This is an optimization exercise on Yosys and OpenROAD, whose aim is small area, a short achievable clock period and few clock cycles, not a production implementation.
The RTL of this run was laid out without a check of its function.
Power figures rest on the tool's default switching activity, not on a simulated workload.

`flow/config.mk`:
```
export PLATFORM = sky130hd
export DESIGN_NAME = ALU
export DESIGN_NICKNAME = ALU
export VERILOG_FILES = /design/flow/design.v
export SDC_FILE = /design/flow/constraint.sdc
export NUM_CORES = 4
export LEC_CHECK = 0
export CAP_MARGIN = 20
export CORE_MARGIN = 2
export CORE_UTILIZATION = 25
export SLEW_MARGIN = 20
```
`flow/constraint.sdc`:
```
create_clock -name core_clock -period 14.0 [get_ports {clock}]
set_input_delay 2.8000 -clock core_clock [delete_from_list [all_inputs] [get_ports {clock}]]
set_output_delay 2.8000 -clock core_clock [all_outputs]
set_load 0.01 [all_outputs]
```
`flow/design.v`:
```
module partial_product(
  input  [2:0]  io_y,
  input  [63:0] io_x,
  output        io_c,
  output [63:0] io_p
);
  wire one = io_y[1] ^ io_y[0];
  wire two = (io_y[2] & ~io_y[1] & ~io_y[0]) | (~io_y[2] & io_y[1] & io_y[0]);
  wire [63:0] mag = ({64{one}} & io_x) | ({64{two}} & {io_x[62:0], 1'b0});
  assign io_p = mag ^ {64{io_y[2]}};
  assign io_c = io_y[2];
endmodule
module Mul(
  input  [63:0] io_acc,
  input  [63:0] io_m,       
  input  [4:0]  io_win,     
  output [63:0] io_sum
);
  wire [63:0] p0, p1;
  wire        c0, c1;
  partial_product pp0 (.io_y(io_win[2:0]), .io_x(io_m),                .io_c(c0), .io_p(p0));
  partial_product pp1 (.io_y(io_win[4:2]), .io_x({io_m[61:0], 2'b00}), .io_c(c1), .io_p(p1));
  wire [63:0] s  = io_acc ^ p0 ^ p1;
  wire [63:0] cy = (io_acc & p0) | (io_acc & p1) | (p0 & p1);
  wire [64:0] t = {s, 1'b1} + {cy[62:0], c1, c0};
  assign io_sum = t[64:1];
endmodule
module DivStep(
  input  [63:0] io_r,
  input         io_bit,
  input  [64:0] io_dadd,    
  input         io_cin,
  output [63:0] io_r_out,
  output        io_q
);
  wire [64:0] r2 = {io_r, io_bit};
  wire [65:0] tt = {r2, 1'b1} + {io_dadd, io_cin};
  wire [64:0] t  = tt[65:1];
  assign io_q = ~t[64];
  assign io_r_out = io_q ? t[63:0] : r2[63:0];
endmodule
module Div(
  input  [63:0]  io_r,
  input  [63:0]  io_aq,
  input  [64:0]  io_dadd,
  input          io_cin,
  output [63:0]  io_r_out,
  output [63:0]  io_aq_out
);
  wire [63:0] r1;
  wire        q1, q2;
  DivStep s1 (.io_r(io_r), .io_bit(io_aq[63]), .io_dadd(io_dadd), .io_cin(io_cin), .io_r_out(r1),       .io_q(q1));
  DivStep s2 (.io_r(r1),   .io_bit(io_aq[62]), .io_dadd(io_dadd), .io_cin(io_cin), .io_r_out(io_r_out), .io_q(q2));
  assign io_aq_out = {io_aq[61:0], q1, q2};
endmodule
module ALU(
  input         clock,
  input         reset,
  input  [63:0] io_src1_value,
  input  [63:0] io_src2_value,
  input  [31:0] io_ALUop,
  input         io_src_valid,
  output        io_alu_busy,
  input         io_res_ready,
  output [63:0] io_alu_res
);
  wire [63:0] a  = io_src1_value;
  wire [63:0] b  = io_src2_value;
  wire [6:0]  op = io_ALUop[6:0];
  wire op_add  = op == 7'h0f;
  wire op_sub  = op == 7'h0e;
  wire op_addw = op == 7'h0c;
  wire op_subw = op == 7'h0d;
  wire op_b    = op == 7'h04;
  wire op_a4   = op == 7'h05 | op == 7'h06;
  wire op_sltu = op == 7'h1e;
  wire op_slt  = op == 7'h1f;
  wire op_and  = op == 7'h08;
  wire op_or   = op == 7'h0b;
  wire op_xor  = op == 7'h2e;
  wire op_sll  = op == 7'h37;
  wire op_srl  = op == 7'h38;
  wire op_sra  = op == 7'h15 | op == 7'h39;
  wire op_sllw = op == 7'h16;
  wire op_srlw = op == 7'h1d;
  wire op_sraw = op == 7'h1c;
  wire op_a    = op == 7'h3f | op == 7'h46 | op == 7'h47;
  wire op_mul  = op == 7'h11;
  wire op_mulw = op == 7'h12;
  wire is_mul  = op_mul | op_mulw;
  wire div_w   = op == 7'h13 | op == 7'h35 | op == 7'h14 | op == 7'h32;
  wire div_d   = op == 7'h31 | op == 7'h30 | op == 7'h34 | op == 7'h33;
  wire op_div  = div_w | div_d;
  wire div_s   = op == 7'h31 | op == 7'h34 | op == 7'h13 | op == 7'h14;
  wire div_rem = op == 7'h34 | op == 7'h33 | op == 7'h14 | op == 7'h32;
  reg         run;     
  reg         done;    
  reg  [4:0]  cnt;
  reg  [63:0] R;       
  reg  [63:0] AQ;      
  wire        sub  = op_sub | op_subw | op_sltu | op_slt;
  wire [63:0] addb = (op_a4 ? 64'd4 : b) ^ {64{sub}};
  wire [65:0] addt = {1'b0, a, 1'b1} + {1'b0, addb, sub};
  wire [63:0] sum  = addt[64:1];
  wire        sltu = ~addt[65];
  wire        slt  = (a[63] ^ b[63]) ? a[63] : sum[63];
  function [3:0] last_win(input [63:0] y);
    integer i;
    begin
      last_win = 4'd0;
      for (i = 1; i < 16; i = i + 1)
        if (~(&y[4*i-1 +: 5]) & (|y[4*i-1 +: 5])) last_win = i;
    end
  endfunction
  wire [63:0] ma    = op_mulw ? {{32{a[31]}}, a[31:0]} : a;
  wire [63:0] mb    = op_mulw ? {{32{b[31]}}, b[31:0]} : b;
  wire [3:0]  lastA = last_win(ma);
  wire [3:0]  lastB = last_win(mb);
  wire        swap  = lastA < lastB;           
  wire [3:0]  mlast = swap ? lastA : lastB;
  wire [64:0] max   = {ma, 1'b0};
  wire [64:0] mbx   = {mb, 1'b0};
  wire [4:0]  wina  = max[{cnt[3:0], 2'b00} +: 5];
  wire [4:0]  winb  = mbx[{cnt[3:0], 2'b00} +: 5];
  wire [4:0]  win   = swap ? wina : winb;
  wire [63:0] da    = div_w ? {{32{div_s & a[31]}}, a[31:0]} : a;
  wire [63:0] db    = div_w ? {{32{div_s & b[31]}}, b[31:0]} : b;
  wire        neg_a = div_s & da[63];
  wire        neg_b = div_s & db[63];
  wire [63:0] ua    = neg_a ? (~da + 64'd1) : da;
  wire [63:0] va    = da ^ {64{neg_a}};        
  wire [63:0] vb    = db ^ {64{neg_b}};        
  function [6:0] nbits(input [63:0] v);
    integer i;
    begin
      nbits = 7'd0;
      for (i = 0; i < 64; i = i + 1)
        if (v[i]) nbits = i + 1;
    end
  endfunction
  wire        pa    = &(~va[63:1] | va[62:0]);
  wire        pb    = &(~vb[63:1] | vb[62:0]);
  wire [6:0]  bitsa = nbits(va) + {6'd0, neg_a & pa};
  wire [6:0]  bitsb = nbits(vb) + {6'd0, neg_b & pb};
  wire [7:0]  sdiff = {1'b0, bitsa} - {1'b0, bitsb};
  wire        bzero = db == 64'd0;
  wire        early = bzero | sdiff[7];        
  wire [5:0]  s1    = sdiff[5:0] | 6'd1;       
  wire [4:0]  dlast = s1[5:1];
  wire [5:0]  kdiv  = ~s1;                     
  wire        shw   = op_sllw | op_srlw | op_sraw;
  wire        left  = op_sll | op_sllw | is_mul | op_div;
  wire [5:0]  k     = is_mul ? {cnt[3:0], 2'b00} : op_div ? kdiv : shw ? {1'b0, b[4:0]} : b[5:0];
  wire [5:0]  ramt  = left ? (6'd0 - k) : k;
  wire [63:0] rin   = op_div ? ua : (is_mul & swap) ? b : a;
  wire [63:0] r0 = ramt[0] ? {rin[0],    rin[63:1]}  : rin;
  wire [63:0] r1 = ramt[1] ? {r0[1:0],   r0[63:2]}   : r0;
  wire [63:0] r2 = ramt[2] ? {r1[3:0],   r1[63:4]}   : r1;
  wire [63:0] r3 = ramt[3] ? {r2[7:0],   r2[63:8]}   : r2;
  wire [63:0] r4 = ramt[4] ? {r3[15:0],  r3[63:16]}  : r3;
  wire [63:0] rot = ramt[5] ? {r4[31:0], r4[63:32]}  : r4;
  wire [63:0] mL;                                
  genvar gi;
  generate for (gi = 0; gi < 64; gi = gi + 1) begin : g_mask
    assign mL[gi] = gi >= k;
  end endgenerate
  wire [63:0] mR, mRw;
  generate for (gi = 0; gi < 64; gi = gi + 1) begin : g_rev
    assign mR[gi] = mL[63-gi];
    if (gi < 32) begin : g_w
      assign mRw[gi] = mL[31-gi];
    end else begin : g_nw
      assign mRw[gi] = 1'b0;
    end
  end endgenerate
  wire [63:0] rot_l   = rot & mL;
  wire [63:0] sh_sll  = rot_l;
  wire [63:0] sh_srl  = rot & mR;
  wire [63:0] sh_sra  = (rot & mR) | ({64{a[63]}} & ~mR);
  wire [31:0] sh_w    = op_sllw ? rot_l[31:0] : ((rot[31:0] & mRw[31:0]) | ({32{op_sraw & a[31]}} & ~mRw[31:0]));
  wire [63:0] msum;
  Mul mstep (.io_acc(run ? R : 64'd0), .io_m(rot_l), .io_win(win), .io_sum(msum));
  wire [64:0] dadd = neg_b ? {db[63], db} : ~{1'b0, db};
  wire [63:0] dr, daq;
  Div dstep (.io_r(R), .io_aq(AQ), .io_dadd(dadd), .io_cin(~neg_b), .io_r_out(dr), .io_aq_out(daq));
  wire mhit  = cnt[3:0] == mlast;
  wire dhit  = cnt == dlast;
  wire start = io_src_valid & (is_mul | (op_div & ~early));
  always @(posedge clock) begin
    if (reset) begin
      run  <= 1'b0;
      done <= 1'b0;
      cnt  <= 5'd0;
    end else if (done) begin
      if (io_src_valid & io_res_ready) begin
        done <= 1'b0;
        cnt  <= 5'd0;
      end
    end else if (run) begin
      if (is_mul ? mhit : dhit) begin
        run  <= 1'b0;
        done <= 1'b1;
      end else begin
        cnt <= cnt + 5'd1;
      end
    end else if (start) begin
      if (is_mul) begin
        if (mhit) done <= 1'b1;
        else begin
          run <= 1'b1;
          cnt <= 5'd1;
        end
      end else begin
        run <= 1'b1;
      end
    end
  end
  always @(posedge clock) begin
    if (~done) begin
      R  <= is_mul ? msum : run ? dr : (rot & ~mL);
      AQ <= run ? daq : rot_l;
    end
  end
  wire [63:0] dx   = div_rem ? R : AQ;
  wire        dneg = div_rem ? neg_a : (neg_a ^ neg_b);
  wire [63:0] dxo  = dneg ? (~dx + 64'd1) : dx;
  wire [63:0] dv   = early ? (div_rem ? da : {64{bzero}}) : dxo;
  wire [63:0] divres = div_w ? {{32{dv[31]}}, dv[31:0]} : dv;
  wire [63:0] mulres = op_mulw ? {{32{R[31]}}, R[31:0]} : R;
  wire        w32  = op_addw | op_subw;
  wire [63:0] simple =
      ({64{op_add | op_sub | op_a4}} & sum)
    | ({64{w32}}  & {{32{sum[31]}}, sum[31:0]})
    | ({64{op_sltu}} & {63'd0, sltu})
    | ({64{op_slt}}  & {63'd0, slt})
    | ({64{op_b}}    & b)
    | ({64{op_a}}    & a)
    | ({64{op_and}}  & (a & b))
    | ({64{op_or}}   & (a | b))
    | ({64{op_xor}}  & (a ^ b))
    | ({64{op_sll}}  & sh_sll)
    | ({64{op_srl}}  & sh_srl)
    | ({64{op_sra}}  & sh_sra)
    | ({64{shw}}     & {{32{sh_w[31]}}, sh_w});
  assign io_alu_res  = is_mul ? mulres : op_div ? divres : simple;
  assign io_alu_busy = (is_mul | op_div) & ~done & ~(op_div & early);
endmodule
```
`flow/run.sh`:
```
#!/bin/bash
# synth_recipe.tcl (not shown) runs the flow's synth.tcl, then flattens the netlist and writes it again
# the make line also repeats each setting of config.mk as NAME=value (left out here)
make -C /OpenROAD-flow-scripts/flow DESIGN_CONFIG=/design/flow/config.mk WORK_HOME=/design/flow/orfs CLKGATE_MAP_FILE= SYNTH_SCRIPT=/design/flow/synth_recipe.tcl finish
```
==> results_tabular.tex <==
\begin{tabular}{lr}
\hline
Metric & Value \\
\hline
\multicolumn{2}{l}{\textbf{Route}} \\
Routed vias/inst & 6.166 \\
Total number of vias & $\sim$86000 \\
Mean routed wirelength per cell & about 33 um \\
Number of violations reported at the end of detailed-routing iteration 0 & 12275 \\
Number of nets with antenna violations after routing & 0 \\
Count of TritonRoute iterations in the first routing pass & 6 \\
DRC violations left & 0 \\
Wire length after detailed routing & about 470000 um \\
\multicolumn{2}{l}{\textbf{Cells and area}} \\
Ratio of cells with drive above 1 in the final layout & 36.29\% \\
Fillers & 24331 \\
Area taken by multi-input logic gates & between 0.05 and 0.06 mm\^{}2 \\
Layout Area Growth over Synthesis & 56.67\% \\
Final Net Count & 11552 \\
Sequential cell area & approximately 0.0040 mm\^{}2 \\
\multicolumn{2}{l}{\textbf{STA}} \\
Count of pins over their slew limit & 0 \\
Post-route fraction of the period consumed by the critical path & 106.0\% \\
Tmin final & 14840 ps \\
Setup ws final & -842.5 ps \\
Final setup fails & approximately 100 \\
Highest clock frequency the design can meet & 0.06737 GHz \\
Final-report hold violation count & 0 \\
Worst slew margin & 7.384\% \\
Setup repair after global routing missed its margin & yes \\
Total negative slack & -49120 ps \\
Worst-case clock skew & 18.49 ps \\
Pin slew with the least headroom to its limit & between 1000 and 1500 ps \\
\multicolumn{2}{l}{\textbf{Critical path}} \\
Critical path class & input pin to flop \\
Slowest stage cell, crit path & or4b\_4 \\
Critical Path Source Type & input pin \\
Library cell appearing most often on the critical path & a21oi\_4 \\
Crit path largest cell delay & 570 ps \\
Maximum fanout along the worst path & 5 \\
WP data arrival & around 15000 ps \\
Required @ worst endpoint & 14260 ps \\
Critical path capture point type & flop \\
\multicolumn{2}{l}{\textbf{Run status}} \\
Violated layout checks & setup timing \\
Status & failed layout checks \\
\multicolumn{2}{l}{\textbf{Floorplanning}} \\
Starting Density & 25.08\% \\
Count of boundary I/O pins & 229 \\
Count of standard-cell rows & 177 \\
Die Footprint & around 0.24 mm\^{}2 \\
DIE HEIGHT & 486.3 um \\
Die boundary width & 486.3 um \\
Core box area & 0.2319 mm\^{}2 \\
\multicolumn{2}{l}{\textbf{Global route}} \\
Number of antenna violations at the first check in global routing & 60 \\
Via count of the first global-routing pass & 79491 \\
Global-route wire length before repair & 631900 um \\
Total routing resource utilization after global routing & 37.56\% \\
Remaining global-route overflow & 0 \\
Maximum number of pins on one net before global-route repair & 86 \\
\multicolumn{2}{l}{\textbf{Yosys}} \\
Per-instance average area after synthesis & just under 7 um\^{}2 \\
Post-synthesis cell type count & around 110 \\
Post-synth EDFFs & 128 \\
Share of synthesized flip-flops with an asynchronous set or reset & 0\% \\
Number of synthesized register bits & roughly 140 \\
Post-Syn Instances & 8591 \\
Syn Nets & 9223 \\
Sequential-to-total area share from yosys stat & under 10\% \\
Top\_reg\_cell synth & edfxtp\_1 \\
Synth warn & 1 \\
Summed instance area of the synthesized netlist & a little under 0.06 mm\^{}2 \\
\multicolumn{2}{l}{\textbf{Placed design}} \\
Routability cong. & 1.134 \\
HPWL after detailed placement & between 300000 and 400000 um \\
PortBufs & 203 \\
Pre-CTS WS & -2803 ps \\
\multicolumn{2}{l}{\textbf{Power and ir drop}} \\
Part of the total power dissipated in the clock network & 4.7\% \\
Lkg Pwr & 38.75 nW \\
Sequential Power Share & 7.6\% \\
Fraction of power consumed by combinational cells & around 90\% \\
Net load switching power & roughly 5.6 mW \\
Maximum vdd ir drop & 121.1 uV \\
Switching share of power & 52.48\% \\
Pwr dens & roughly 120 mW/mm\^{}2 \\
Int Pwr & 5.079 mW \\
\multicolumn{2}{l}{\textbf{Clocking}} \\
Clock-pin slew on the worst setup and hold paths & around 70 ps \\
CTS tree & yes \\
Worst skew pair latency & 550 ps \\
Clock root cell & clkbuf\_16 \\
Sinks on the clock net & between 100 and 150 \\
H-tree depth & 4 \\
Buffer depth of the longest clock path & 2 \\
CTS Buf Count & 17 \\
\multicolumn{2}{l}{\textbf{Run}} \\
Max\_cap viols & 0 \\
\multicolumn{2}{l}{\textbf{Hold path}} \\
Type of the worst min-delay path & flop to flop \\
\hline
\end{tabular}
## kinds of logic after synthesis
family	share of synthesized area (%)
xor+xnor	7.154
flops	6.850
mux	7.532
simple gates	20.79
buf+inv	7.651
fa+ha+maj	12.01
compound gates	38.01
## power groups by stage
stage / logic (mW) / clock network (mW) / registers [mW]
2_1_floorplan: 3.97 / 0 / 0.674
3_3_place_gp: 7.89 / 0 / 0.804
3_5_place_dp: 7.88 / 0 / 0.805
4_1_cts: 8.56 / 0.501 / 0.799
5_1_grt: 9.82 / 0.516 / 0.807
6_report: 9.37 / 0.505 / 0.810
## layout make-up
type                            instances  area share, %
Timing Repair Buffer                 3104          28.84
Tap cell                             3043          4.179
Sequential cell                       135          4.377
Clock buffer                           21         0.5411
Inverter                              343          1.419
Antenna cell                           28        0.07690
Clock inverter                         11        0.09064
Multi-Input combinational cell       7319          60.47
## cell usage in the layout, fill, tap and decap left out, types with 58 or more instances in the layout
| cell type | n |
|---|---|
| buf_4 | 2581 |
| nand2_1 | 833 |
| a21oi_1 | 706 |
| nor2_1 | 631 |
| o21ai_0 | 611 |
| ha_1 | 374 |
| inv_1 | 307 |
| xnor2_1 | 262 |
| buf_6 | 236 |
| a21o_1 | 198 |
| nand3_1 | 197 |
| nor3_1 | 192 |
| xor2_1 | 181 |
| o22ai_1 | 166 |
| mux2i_1 | 166 |
| a31oi_1 | 154 |
| clkdlybuf4s50_1 | 131 |
| edfxtp_1 | 128 |
| buf_12 | 122 |
| o211ai_1 | 114 |
| a221oi_1 | 106 |
| a211oi_1 | 92 |
| mux2_2 | 87 |
| nand4_1 | 85 |
| nand2b_1 | 71 |
| nor4_1 | 70 |
| a21oi_2 | 67 |
| and2_1 | 63 |
| a22oi_1 | 63 |
| o21a_1 | 61 |
| o21ai_1 | 61 |
| maj3_1 | 58 |
| fa_1 | 58 |
## timing repair
item | 4_1_cts | 5_1_grt
setup buffers | 182 | 129
cloned | 6 | 2
hold buffers | 0 | 0
resized for setup | 932 | 585
endpoints found under the setup margin | 127 | 127
pin swaps | 253 | 285
## final timing paths
check	end	slack, ps	cells past startpoint	start
min reg2reg	AQ[13]	580	2	AQ[11]
max	R[60]	-840	66	io_ALUop[3]
min	AQ[13]	580	2	AQ[11]
max reg2reg	R[50]	3830	38	R[3]
## worst max-delay path: cells and delay by family
kind	cells	cell delay [ps]
AO/OA/AOI/OAI	32	5070
AND/OR/NAND/NOR	6	1440
multiplexers	5	1540
adder cells (fa/ha/maj)	5	1800
buffers and inverters	17	2210
XOR/XNOR	1	180
## cell usage after synthesis (43+ instances only)
library cell	number	share of area, %
nor3_1	213	1.8
a21o_1	199	2.6
nor2_1	672	4.3
o31ai_1	52	0.67
a221o_1	43	0.74
buf_2	82	0.71
o211ai_1	114	1.5
edfxtp_1	128	6.6
inv_1	332	2.1
maj3_1	65	1.1
nand3_1	222	1.9
nor4_1	85	0.91
clkbuf_1	619	4.0
nand2b_1	79	0.85
mux2_2	103	2.0
o22ai_1	188	2.0
o21a_1	64	0.83
a21oi_1	798	6.9
fa_1	64	2.2
a22oi_1	78	1.0
nor2b_1	51	0.55
buf_1	79	0.51
o221ai_1	77	1.2
xnor2_1	288	4.3
o21ai_0	711	6.1
nand4_1	85	0.91
a221oi_1	120	1.8
and2_1	72	0.77
and3_1	51	0.55
mux2i_1	237	4.1
nand2_1	872	5.6
a31oi_1	176	1.9
o2111ai_1	57	0.86
a311oi_1	81	1.2
ha_1	404	8.7
or3_1	49	0.53
xor2_1	187	2.8
a211oi_1	132	1.7
## flip-flops by register name, indices dropped and copies added, names as in the netlist
signal	count
R	64
done	1
run	1
cnt	5
AQ	64
## metal layers
metal | wire [um] | track usage [%] | up-vias
met3 | 54450 | 11.04 | 1524
met1 | 175800 | 46.07 | 41610
met2 | 183200 | 53.14 | 5999
li1 | - | - | 37188
met4 | 51780 | 32.79 | 28
met5 | 347 | 0 | -
## stage by stage
step	hold WS, ps	instance area [um^2]	instances	power (mW)	utilization [%]
detailed placement	563.8	82580	13669	8.690	35.61
finish	578.5	91110	14004	10.69	39.29
floorplan	460.8	58930	8591	4.645	-
global placement	546.3	82580	13669	8.692	35.61
CTS	580.1	87590	13875	9.861	37.77
global route	611.6	91070	13989	11.14	39.28

re-timing with driven ports:
The results above use ideal ports. As a check the final layout listed here was re-extracted and re-timed, cells and wires unchanged. Step 1: set_driving_cell puts a clkbuf_16 on clock and a buf_2 on each other input, an assumption about the parent block. Step 2 also shifts input and output timing later by t, the mid clock arrival at the registers, as if the neighbouring blocks saw the same clock. Slacks: ideal / step 1 / step 2; pairs: ideal / step 1.
shift t [ns]: 0.599
setup WS [ns]: -0.842 / -0.851 / -1.419
worst hold slack (ns): 0.578 / 0.578 / 0.578
The setup slack of this run moves by -0.009 ns with the drivers and by -0.577 ns with both steps.
